This design comes from an exercise in tuning for small area on the open sky130 flow, not from production work.
Function was checked by simulation only, so behaviour that the tests miss may differ from the original.
In this run the design's own scripts or RTL, not TritonCTS, make the clock network.
No driver is modelled on the clock port, so clock power and skew are understated where the tree is cut down; a real chip needs a root buffer or a tree.
Power figures rest on the tool's default switching activity, not on a simulated workload.

File: design/flow/config.mk
export PLATFORM = sky130hd
export DESIGN_NAME = top
export DESIGN_NICKNAME = top
export VERILOG_FILES = /design/flow/design.v
export SDC_FILE = /design/flow/constraint.sdc
export NUM_CORES = 4
export LEC_CHECK = 0
export CAP_MARGIN = 20
export CORE_MARGIN = 2
export CORE_UTILIZATION = 70
export PLACE_DENSITY = 0.8
export SLEW_MARGIN = 20
File: design/flow/constraint.sdc
create_clock -name core_clock -period 10.0 [get_ports {CLK}]
set_input_delay 2.0000 -clock core_clock [delete_from_list [all_inputs] [get_ports {CLK}]]
set_output_delay 2.0000 -clock core_clock [all_outputs]
set_load 0.01 [all_outputs]
File: design/flow/design.v
module lfsr (
    input  wire        clk,
    input  wire        init,
    input  wire        init_bit,
    output reg  [15:0] random
);
    always @(posedge clk)
        random <= {random[14:0], init ? init_bit : (random[15] ^ random[13] ^ random[12] ^ random[10])};
endmodule
module uart_rx (
    input  wire       clk,
    input  wire       rst,
    input  wire       rx,
    output reg  [7:0] data,
    output wire       data_valid,
    output wire       first_bit_end,   
    output wire [1:0] step
);
    reg       rx_sync1, rx_sync2;
    reg [3:0] ph;
    reg [6:0] cnt;
    wire idle = ~ph[3] & ~ph[2] & (ph[1] | ph[0]);
    wire tick = &cnt;
    wire start_fail = tick & (ph == 4'd7) & rx_sync2;
    wire [10:0] nxt = {ph, cnt} + 11'd1;
    assign data_valid = (ph == 4'd1);
    assign first_bit_end = (ph == 4'd8) & (cnt[6:2] == 5'b11111);
    assign step = cnt[1:0];
    always @(posedge clk) begin
        if (rst) begin
            rx_sync1 <= 1'b1;
            rx_sync2 <= 1'b1;
            ph <= 4'd3;
        end else begin
            rx_sync1 <= rx;
            rx_sync2 <= rx_sync1;
            if (idle)
                ph <= rx_sync2 ? 4'd3 : 4'd7;
            else if (start_fail)
                ph <= 4'd3;
            else
                ph <= nxt[10:7];
        end
    end
    always @(posedge clk) begin
        if (idle)
            cnt <= 7'd76;
        else
            cnt <= nxt[6:0] | {2'b00, tick, tick, 3'b000};
        if (tick && ph[3])
            data <= {rx_sync2, data[7:1]};
    end
endmodule
module top (
    input  wire CLK,
    input  wire RST,
    input  wire RX,
    output wire TX,
    output wire CONTROL_PIN,
    output wire LED1
);
    localparam [1:0] S_IDLE = 2'd0;
    localparam [1:0] S_SEND = 2'd1;
    localparam [1:0] S_WAIT = 2'd2;
    localparam [1:0] S_VERIFY = 2'd3;
    wire [7:0] rx_data;
    wire       rx_valid;
    wire       rx_rot;
    wire [1:0] rx_step;
    uart_rx uart_receiver (
        .clk(CLK),
        .rst(RST),
        .rx(RX),
        .data(rx_data),
        .data_valid(rx_valid),
        .first_bit_end(rx_rot),
        .step(rx_step)
    );
    wire [15:0] challenge;
    reg [1:0]  state;
    reg [15:0] timer;
    wire lfsr_init = (state == S_IDLE) & ~|timer[15:4];
    wire [15:0] lfsr_seq = 16'b1010_1010_0010_0111;   
    lfsr challenge_gen (
        .clk(CLK),
        .init(lfsr_init),
        .init_bit(lfsr_seq[timer[3:0]]),
        .random(challenge)
    );
    reg [15:0] snap;
    reg [3:0]  recv_index;
    reg        ok_c0, ok_c1;
    reg        authenticated;
    reg        control_state;
    wire sending = (state == S_SEND);
    wire waiting = (state == S_WAIT);
    wire late = timer[15] & timer[14] & timer[13] & timer[11];
    wire period_done = late & timer[9] & timer[6] & timer[5];
    wire [15:0] timer_inc = timer + 16'd1;
    wire c7  = &timer[6:0];
    wire c11 = &timer[10:0];
    wire [15:0] timer_seq = timer_inc | (c11 ? 16'h0314 : (c7 ? 16'h0018 : 16'h0000));
    wire send_end = timer[14] & timer[12] & timer[6] & timer[5] & timer[4] & timer[3] & timer[2] & timer[0];
    wire [3:0] ch_idx = timer[14:11];
    wire [2:0] bit_idx = timer[9:7];
    wire [3:0] nib = snap[15:12];
    wire [7:0] hexch = (nib < 4'd10) ? {4'h3, nib} : {4'h4, nib - 4'd9};
    reg  [7:0] tx_ch;
    always @(*) begin
        case (ch_idx)
            4'd0: tx_ch = 8'h43;   
            4'd1: tx_ch = 8'h48;   
            4'd2: tx_ch = 8'h41;   
            4'd3: tx_ch = 8'h4C;   
            4'd4: tx_ch = 8'h3A;   
            4'd5, 4'd6, 4'd7, 4'd8: tx_ch = hexch;
            default: tx_ch = 8'h0A;   
        endcase
    end
    assign TX = ~sending | (timer[10] ? tx_ch[bit_idx] : ~timer[7]);
    wire track = ~sending & ~(waiting & ~late);   
    wire send_rot = sending & (timer[10:7] == 4'd6) & (timer[6:2] == 5'b01000) &
                    ((~ch_idx[3] & ch_idx[2] & ch_idx[1]) | (ch_idx[3] & ~ch_idx[1]));
    wire wait_rot = waiting & rx_rot & (recv_index >= 4'd6) & (recv_index <= 4'd9);
    always @(posedge CLK) begin
        if (track)
            snap <= {snap[14:0], challenge[0]};   
        else if (send_rot | wait_rot)
            snap <= {snap[14:0], snap[15]};
    end
    wire is_dec = (rx_data[7:4] == 4'h3) & (~rx_data[3] | ~(rx_data[2] | rx_data[1]));
    wire is_let = (rx_data[7:6] == 2'b01) & ~rx_data[4] & (rx_data[3:0] != 4'h0) &
                  ~rx_data[3] & ~(rx_data[2] & rx_data[1] & rx_data[0]);
    wire [3:0] let_val = {1'b1, rx_data[2] ^ (rx_data[1] & rx_data[0]), rx_data[1] ^ rx_data[0], ~rx_data[0]};
    wire [3:0] rx_nib = is_dec ? rx_data[3:0] : (is_let ? let_val : 4'h0);
    reg [7:0] pre_ch;
    always @(*) begin
        case (recv_index[2:0])
            3'd0: pre_ch = 8'h52;   
            3'd1: pre_ch = 8'h45;   
            3'd2: pre_ch = 8'h53;   
            3'd3: pre_ch = 8'h50;   
            default: pre_ch = 8'h3A;   
        endcase
    end
    wire prefix = ~recv_index[3] & ~(recv_index[2] & (recv_index[1] | recv_index[0]));   
    wire pre_ok = ~prefix | (rx_data == pre_ch);
    wire collecting = ~(recv_index[3] & recv_index[1]);   
    wire [1:0] step = rx_step;
    wire       dbit = rx_nib[~step];
    reg  [3:0] key_nib;
    always @(*) begin
        case (recv_index[1:0])
            2'd2: key_nib = 4'hA;   
            2'd3: key_nib = 4'h5;
            2'd0: key_nib = 4'hC;
            default: key_nib = 4'h3;
        endcase
    end
    wire kbit = key_nib[~step];
    wire sbit = snap[15];
    wire same = ~(dbit ^ sbit);
    wire nxt_ok0 = same & (kbit ? (sbit ? ok_c0 : ok_c1) : ok_c0);
    wire nxt_ok1 = ~same & (kbit ? ok_c1 : (sbit ? ok_c1 : ok_c0));
    always @(posedge CLK) begin
        if (sending) begin
            recv_index <= 4'd0;
            ok_c0 <= 1'b1;
            ok_c1 <= 1'b1;
        end else begin
            if (wait_rot) begin
                ok_c0 <= nxt_ok0;
                ok_c1 <= nxt_ok1;
            end
            if (waiting && rx_valid && collecting) begin
                recv_index <= recv_index + 4'd1;
                ok_c0 <= ok_c0 & pre_ok;
                ok_c1 <= ok_c1 & pre_ok;
            end
        end
    end
    always @(posedge CLK) begin
        if (RST) begin
            state <= S_IDLE;
            timer <= 16'd0;
            authenticated <= 1'b0;
            control_state <= 1'b1;
        end else begin
            if (authenticated && rx_valid && !(waiting && collecting)) begin
                if (rx_data == 8'h59 || rx_data == 8'h79)
                    control_state <= 1'b0;
                if (rx_data == 8'h4E || rx_data == 8'h6E)
                    control_state <= 1'b1;
            end
            case (state)
                S_IDLE: begin
                    if (period_done) begin
                        timer <= 16'd893;   
                        state <= S_SEND;
                    end else begin
                        timer <= timer_inc;
                    end
                end
                S_SEND: begin
                    if (send_end) begin
                        timer <= 16'd0;
                        state <= S_WAIT;
                    end else begin
                        timer <= timer_seq;
                    end
                end
                S_WAIT: begin
                    timer <= timer_inc;
                    if (rx_valid && collecting && rx_data == 8'h0A && recv_index == 4'd9)
                        state <= S_VERIFY;
                    if (period_done) begin
                        authenticated <= 1'b0;
                        state <= S_IDLE;
                    end
                end
                default: begin   
                    timer <= timer_inc;
                    authenticated <= ok_c0;
                    state <= S_IDLE;
                end
            endcase
        end
    end
    reg [9:0] auth_lfsr;   
    reg       auth_blink;
    wire auth_zero = ~|auth_lfsr[8:0];
    wire auth_clear = (state == S_VERIFY) & ok_c0;
    always @(posedge CLK) begin
        if (auth_clear) begin
            auth_lfsr <= 10'd0;
            auth_blink <= 1'b0;
        end else begin
            auth_lfsr <= {auth_lfsr[8:0], auth_lfsr[9] ^ auth_lfsr[6] ^ auth_zero};
            auth_blink <= auth_blink ^ (auth_lfsr[9] & auth_zero);
        end
    end
    wire send_led = timer[14:0] >= 15'd16329;
    assign LED1 = authenticated ? auth_blink : (sending ? send_led : timer[13]);
    assign CONTROL_PIN = control_state;
endmodule
File: design/flow/flow/run.sh
#!/bin/bash
# Own layout flow: the standard ORFS flow (standard.sh), with
#  - area-oriented ABC mapping in place of ORFS's speed script: synthesis is
#    run once with abc_speed.script and once per seed with abc_deep.script
#    (ABC's &deepsyn from that seed, then mapping), and the smallest netlist
#    is laid out (flip-flops are mapped before ABC runs, so every run has
#    the same registers),
#  - adders left to ABC instead of being mapped to half/full-adder cells,
#  - a small clock tree of our own (clock_tree.tcl) in place of TritonCTS,
#  - port buffers of the smallest buffer cell.
# The ORFS logs of every step are under orfs/logs (and syn_N/logs for the
# extra synthesis runs); the make output is in standard*.log.
set -euo pipefail
W=$(pwd)
F="$W/flow"
SEEDS="${OWN_SEEDS:-1 2 3 4 5 6 7 8}"
DEEP_T="${OWN_DEEP_T:-20}"

make_scripts() {  # make_scripts DIR ABC_SCRIPT
  rm -rf "$1"
  cp -r "$FLOW_HOME/scripts" "$1"
  cp "$2" "$1/abc_speed.script"
  python3 - "$1/cts.tcl" "$F/clock_tree.tcl" <<'PY'
import sys
p, tree = sys.argv[1], sys.argv[2]
s = open(p).read()
old = "log_cmd clock_tree_synthesis {*}$cts_args"
assert old in s
s = s.replace(old, "source " + tree)
open(p, "w").write(s)
PY
}

export ADDER_MAP_FILE=
export OWN_CLK_BUFS="${OWN_CLK_BUFS:-3}"
export OWN_CLK_BUF="${OWN_CLK_BUF:-sky130_fd_sc_hd__buf_12}"
export BUFFER_PORTS_ARGS="-buffer_cell sky130_fd_sc_hd__buf_1"

make_scripts "$W/scripts_own" "$F/abc_speed.script"
RES="orfs/results/sky130hd/top/base"
REP="orfs/reports/sky130hd/top/base"

# extra synthesis runs, 4 at a time
for s in $SEEDS; do
  sed "s/DEEPSYN_SEED/$s/; s/DEEPSYN_TIME/$DEEP_T/" "$F/abc_deep.script" > "$W/abc_deep_$s.script"
  make_scripts "$W/scripts_$s" "$W/abc_deep_$s.script"
  sed "s#WORK_HOME=$W/orfs #WORK_HOME=$W/syn_$s/orfs #" standard.sh > "$W/standard_$s.sh"
done
run_seed() {
  SCRIPTS_DIR="$W/scripts_$1" bash "$W/standard_$1.sh" synth > "$W/standard_synth_$1.log" 2>&1 || true
}
n=0
for s in $SEEDS; do
  run_seed "$s" &
  n=$((n + 1))
  if [[ $n -ge ${NUM_CORES:-4} ]]; then wait; n=0; fi
done
# the standard-script run in orfs/ itself
SCRIPTS_DIR="$W/scripts_own" bash standard.sh synth > "$W/standard_synth.log" 2>&1 &
wait

area_of() { awk '/Chip area for module/ {print $NF}' "$1/$REP/synth_stat.txt" 2>/dev/null || true; }
best_dir="$W"
best=$(area_of "$W")
echo "synthesis: standard script $best" > "$W/synth_choice.log"
for s in $SEEDS; do
  a=$(area_of "$W/syn_$s")
  echo "synthesis: seed $s $a" >> "$W/synth_choice.log"
  if [[ -n "$a" && -f "$W/syn_$s/$RES/1_2_yosys.v" ]] && python3 -c "import sys; sys.exit(0 if float('$a') < float('$best') else 1)"; then
    best="$a"; best_dir="$W/syn_$s"
  fi
done
echo "chosen: $best_dir $best" >> "$W/synth_choice.log"
if [[ "$best_dir" != "$W" ]]; then
  cp "$best_dir/$RES/1_2_yosys.v" "$W/$RES/1_2_yosys.v"
  touch "$W/$RES/1_2_yosys.v"
fi

SCRIPTS_DIR="$W/scripts_own" bash standard.sh > "$W/standard.log" 2>&1
File: design/flow/flow/abc_deep.script
strash
&get -n
&fraig -x
&put
scorr
dc2
strash
&get -n
&deepsyn -T DEEPSYN_TIME -S DEEPSYN_SEED
&put
strash
&get -n
&dch -f
&nf -R 1000 -p
&put
topo
File: design/flow/flow/abc_speed.script
strash
&get -n
&fraig -x
&put
scorr
dc2
strash
&get -n
&dch -f
&nf -R 1000 -p -F 8 -A 4
&put
topo
File: design/flow/flow/clock_tree.tcl
# Own clock tree, in place of TritonCTS: the CLK port drives OWN_CLK_BUFS
# buffers of type OWN_CLK_BUF, each driving one cluster of the clock sinks
# (k-means on the placed sink positions; each buffer at its cluster's centre).
set nbuf $::env(OWN_CLK_BUFS)
set bufcell $::env(OWN_CLK_BUF)
set block [ord::get_db_block]
set clknet [$block findNet CLK]
set master [[ord::get_db] findMaster $bufcell]
set pts {}
foreach it [$clknet getITerms] {
  set bb [[$it getInst] getBBox]
  lappend pts [list [expr {([$bb xMin] + [$bb xMax]) / 2.0}] [expr {([$bb yMin] + [$bb yMax]) / 2.0}] $it]
}
set pts [lsort -real -index 0 $pts]
set n [llength $pts]
# initial clusters: equal slices by x
set assign {}
for {set i 0} {$i < $n} {incr i} { lappend assign [expr {$i * $nbuf / $n}] }
for {set iter 0} {$iter < 30} {incr iter} {
  set cx {}; set cy {}; set cn {}
  for {set b 0} {$b < $nbuf} {incr b} { lappend cx 0.0; lappend cy 0.0; lappend cn 0 }
  for {set i 0} {$i < $n} {incr i} {
    set b [lindex $assign $i]
    lset cx $b [expr {[lindex $cx $b] + [lindex $pts $i 0]}]
    lset cy $b [expr {[lindex $cy $b] + [lindex $pts $i 1]}]
    lset cn $b [expr {[lindex $cn $b] + 1}]
  }
  for {set b 0} {$b < $nbuf} {incr b} {
    set c [expr {max(1, [lindex $cn $b])}]
    lset cx $b [expr {[lindex $cx $b] / $c}]
    lset cy $b [expr {[lindex $cy $b] / $c}]
  }
  # reassign, keeping clusters at most ceil(n / nbuf) + 2 sinks
  set cap [expr {($n + $nbuf - 1) / $nbuf + 2}]
  set cnt {}
  for {set b 0} {$b < $nbuf} {incr b} { lappend cnt 0 }
  set order {}
  for {set i 0} {$i < $n} {incr i} {
    set best 1e30
    for {set b 0} {$b < $nbuf} {incr b} {
      set d [expr {abs([lindex $pts $i 0] - [lindex $cx $b]) + abs([lindex $pts $i 1] - [lindex $cy $b])}]
      if {$d < $best} { set best $d }
    }
    lappend order [list $best $i]
  }
  set newassign $assign
  foreach o [lsort -real -decreasing -index 0 $order] {
    set i [lindex $o 1]
    set best 1e30
    set bb 0
    for {set b 0} {$b < $nbuf} {incr b} {
      if {[lindex $cnt $b] >= $cap} { continue }
      set d [expr {abs([lindex $pts $i 0] - [lindex $cx $b]) + abs([lindex $pts $i 1] - [lindex $cy $b])}]
      if {$d < $best} { set best $d; set bb $b }
    }
    lset newassign $i $bb
    lset cnt $bb [expr {[lindex $cnt $bb] + 1}]
  }
  set assign $newassign
}
puts "own clock tree: $n sinks, $nbuf x $bufcell, cluster sizes $cnt"
for {set b 0} {$b < $nbuf} {incr b} {
  set net [odb::dbNet_create $block "clknet_own_$b"]
  $net setSigType CLOCK
  set inst [odb::dbInst_create $block $master "clkbuf_own_$b"]
  for {set i 0} {$i < $n} {incr i} {
    if {[lindex $assign $i] != $b} { continue }
    set it [lindex $pts $i 2]
    $it disconnect
    $it connect $net
  }
  [$inst findITerm A] connect $clknet
  [$inst findITerm X] connect $net
  set w [[$inst getBBox] getDX]
  $inst setLocation [expr {int([lindex $cx $b]) - $w / 2}] [expr {int([lindex $cy $b])}]
  $inst setPlacementStatus PLACED
}
global_connect
File: design/flow/standard.sh
#!/bin/bash
# synth_recipe.tcl (not shown) runs the flow's synth.tcl, then flattens the netlist and writes it again
# the make line also repeats each setting of config.mk as NAME=value (left out here)
make -C /OpenROAD-flow-scripts/flow DESIGN_CONFIG=/design/flow/config.mk WORK_HOME=/design/flow/orfs CLKGATE_MAP_FILE= SYNTH_SCRIPT=/design/flow/synth_recipe.tcl "${@:-finish}"
==> run summary <==
row cnt=25; Slowest-stage cell, CP=dfxtp_1; Worst Setup SP=timer[12]$_SDFF_PP0_; WP data required=8000 ps; number of remaining DRC errors=0; R2R Setup Slk=7340 ps; I/O Buffers=5; status=no timing/DRC/antenna violations; Final Hold Vio Count=0; Vias/cell=6.10; Final Max Slew Viols=0; Post-Syn Nets=358; # nets final=369; routed length per instance=15.0 µm; I/O pin cnt=6; setup tns final=0 ps; R2R cell count=8; die width=74.8 µm; final core utilization=0.769; Max-Cap Viols=0; crit-path most repeated cell=o21ai_0; dpl cells=428; GRT Util Overall=0.234; first-pass GRT wire length=10,500 µm; Pleak=1.23 nW; diode count=0; Worst VDD drop=0.137 mV; relative max-transition margin=0.587; WL final=6480 µm; cells along the critical path=nor2_1 -> mux2_1 -> or3_1 -> o21ai_0 -> o41ai_1 -> o21ai_0 -> nand3_1 -> o21bai_1 -> o211ai_1 -> buf_1; Final period util=0.438; clock-pin slew on the worst setup and hold paths=110 ps; Initial DRC Count=214; CP endpoint kind=output port; HPWL after DPL=4570 µm; CP startpoint kind=flip-flop; measured slew at the worst slew-check pin=619 ps; Post-CTS Hold Buffers=0; critical path arrival=2380 ps; PwrDens=163 nW/µm²; layout cells sized above 1=0.0110; crit path to=TX; worst hold slack=323 ps; Post-Synthesis Cell Area=3510 µm²; Worst-Skew Late Latency=140 ps; RSZ-0062 raised after global routing=no; post-CTS setup repair buffer count=0; core footprint=4790 µm²; P&R area growth vs syn=4.85%; r2r startpoint=state[0]$_SDFFE_PP0P_; largest net degree at the start of global routing=33; Fill cells=355; # setup viols final=0; die area=5590 µm²; worst r2r dst=timer[8]$_SDFF_PP0_; Initial DRT Pass Iterations=6; die boundary height=74.8 µm; cts repair resizes=0; kind of critical path=flip-flop to output port; Max FO, Critical Path=9; CP peak stage delay=510 ps; grt total ovfl=0; synthesized instance count=355; vias in the first global route=2,325; Max Freq=228 MHz; Hold Crit Class=flip-flop to flip-flop; placer congestion estimate=0.913; Final Skew=14.3 ps; post-route antenna net violation count=0; Initial Util=0.733; initial antenna violation count=0; syn_area_per_cell=9.88 µm²; final non-filler cell total=431; final total power=0.601 mW; yosys warns=3; Tmin final=4380 ps; total number of vias=2,627
critical path, delay by kind of cell, from the launching register on:
kind                   cells  cell delay [ps]
multiplexers               1              370
flip-flops                 1              510
AO/OA/AOI/OAI              5              620
AND/OR/NAND/NOR            3              560
buffers and inverters      1              170
layout by cell type (no fill, tap or decap), types with 3 or more instances in the layout:
cell type  instances
dfxtp_1           66
nand2_1           34
nor2_1            33
a21oi_1           28
edfxtp_1          24
o21ai_0           23
nor3_1            21
and2_0            15
nand3_1           11
clkinv_1           7
nand4_1            7
nand2b_1           7
nor2b_1            6
xnor2_1            6
and3_1             6
a31oi_1            6
nor4_1             5
buf_1              5
xor2_1             4
or2_0              4
a21o_1             3
o22ai_1            3
or3_1              3
a211oi_1           3
buf_12             3
layout make-up:
cell class	count	area, µm²	area share
plain buffers	3	60.1	0.0163
multi-input cells	258	1440	0.391
flip-flops and latches	90	2040	0.555
well taps	67	83.8	0.0228
inverters	7	26.3	0.00714
repair buffers	6	26.3	0.00714
sequential cells by signal (all words and copies together), names as in the netlist, 2 cells and up:
name                  cells
snap                     16
state                     2
uart_receiver.data        8
uart_receiver.cnt         7
timer                    16
auth_lfsr                10
recv_index                4
challenge_gen.random     16
uart_receiver.ph          4
power breakdown:
| group | internal (mW) | total, mW | switching [mW] | leakage (nW) |
|---|---|---|---|---|
| Combinational | 0.0155 | 0.0328 | 0.0173 | 0.423 |
| Clock | 0.0491 | 0.135 | 0.0858 | 0.0282 |
| Sequential | 0.413 | 0.433 | 0.0198 | 0.775 |
| Total | 0.478 | 0.601 | 0.123 | 1.23 |
routing by layer:
layer	vias to the layer above	global-route usage	wire, µm
met5	-	0	0
met4	0	0.0278	75
met3	13	0.0174	271
met2	77	0.392	3010
met1	1216	0.347	3130
li1	1321	-	-
how the worst min path moves through the flow:
| stage | from | slack [ps] | depth (start not counted) | end |
|---|---|---|---|---|
| final | challenge_gen.random[6]$_DFF_P_ | 320 | 0 | challenge_gen.random[7]$_DFF_P_ |
| after global routing | challenge_gen.random[6]$_DFF_P_ | 330 | 0 | challenge_gen.random[7]$_DFF_P_ |
| after floorplan | challenge_gen.random[9]$_DFF_P_ | 310 | 0 | challenge_gen.random[10]$_DFF_P_ |
| after detailed placement | challenge_gen.random[7]$_DFF_P_ | 310 | 0 | challenge_gen.random[8]$_DFF_P_ |
| after CTS | challenge_gen.random[7]$_DFF_P_ | 310 | 0 | challenge_gen.random[8]$_DFF_P_ |
| after global placement | challenge_gen.random[6]$_DFF_P_ | 310 | 0 | challenge_gen.random[7]$_DFF_P_ |
through the flow:
stage / cell area (µm²) / worst slack (ps)
after floorplan: 3510 / 6140
after global placement: 3620 / 5930
after detailed placement: 3620 / 5870
after CTS: 3680 / 5850
after global routing: 3680 / 5460
final: 3680 / 5620

port drivers added, routing unchanged:
How much do the figures lean on ideal ports? The routed layout below was timed once more, with nothing changed but the port constraints.
Step 1, drivers: a clkbuf_16 drives CLK and a buf_2 each remaining input, both assumed.
Step 2 also shifts input and output timing later by t, the mid clock arrival at the registers, as if the neighbouring blocks saw the same clock.
Slacks: ideal ports / drivers / drivers and shift; pairs: ideal ports / drivers.
shift t [ns]: 0.207
setup WS [ns]: 5.621 / 5.552 / 5.758
hold slack, ns: 0.323 / 0.323 / 0.323
worst slew at a driven data input, ns: 0.03
After both steps setup and hold are still met in this run. For this run, drivers alone change the setup slack by -0.069 ns; drivers and shift together by +0.137 ns.
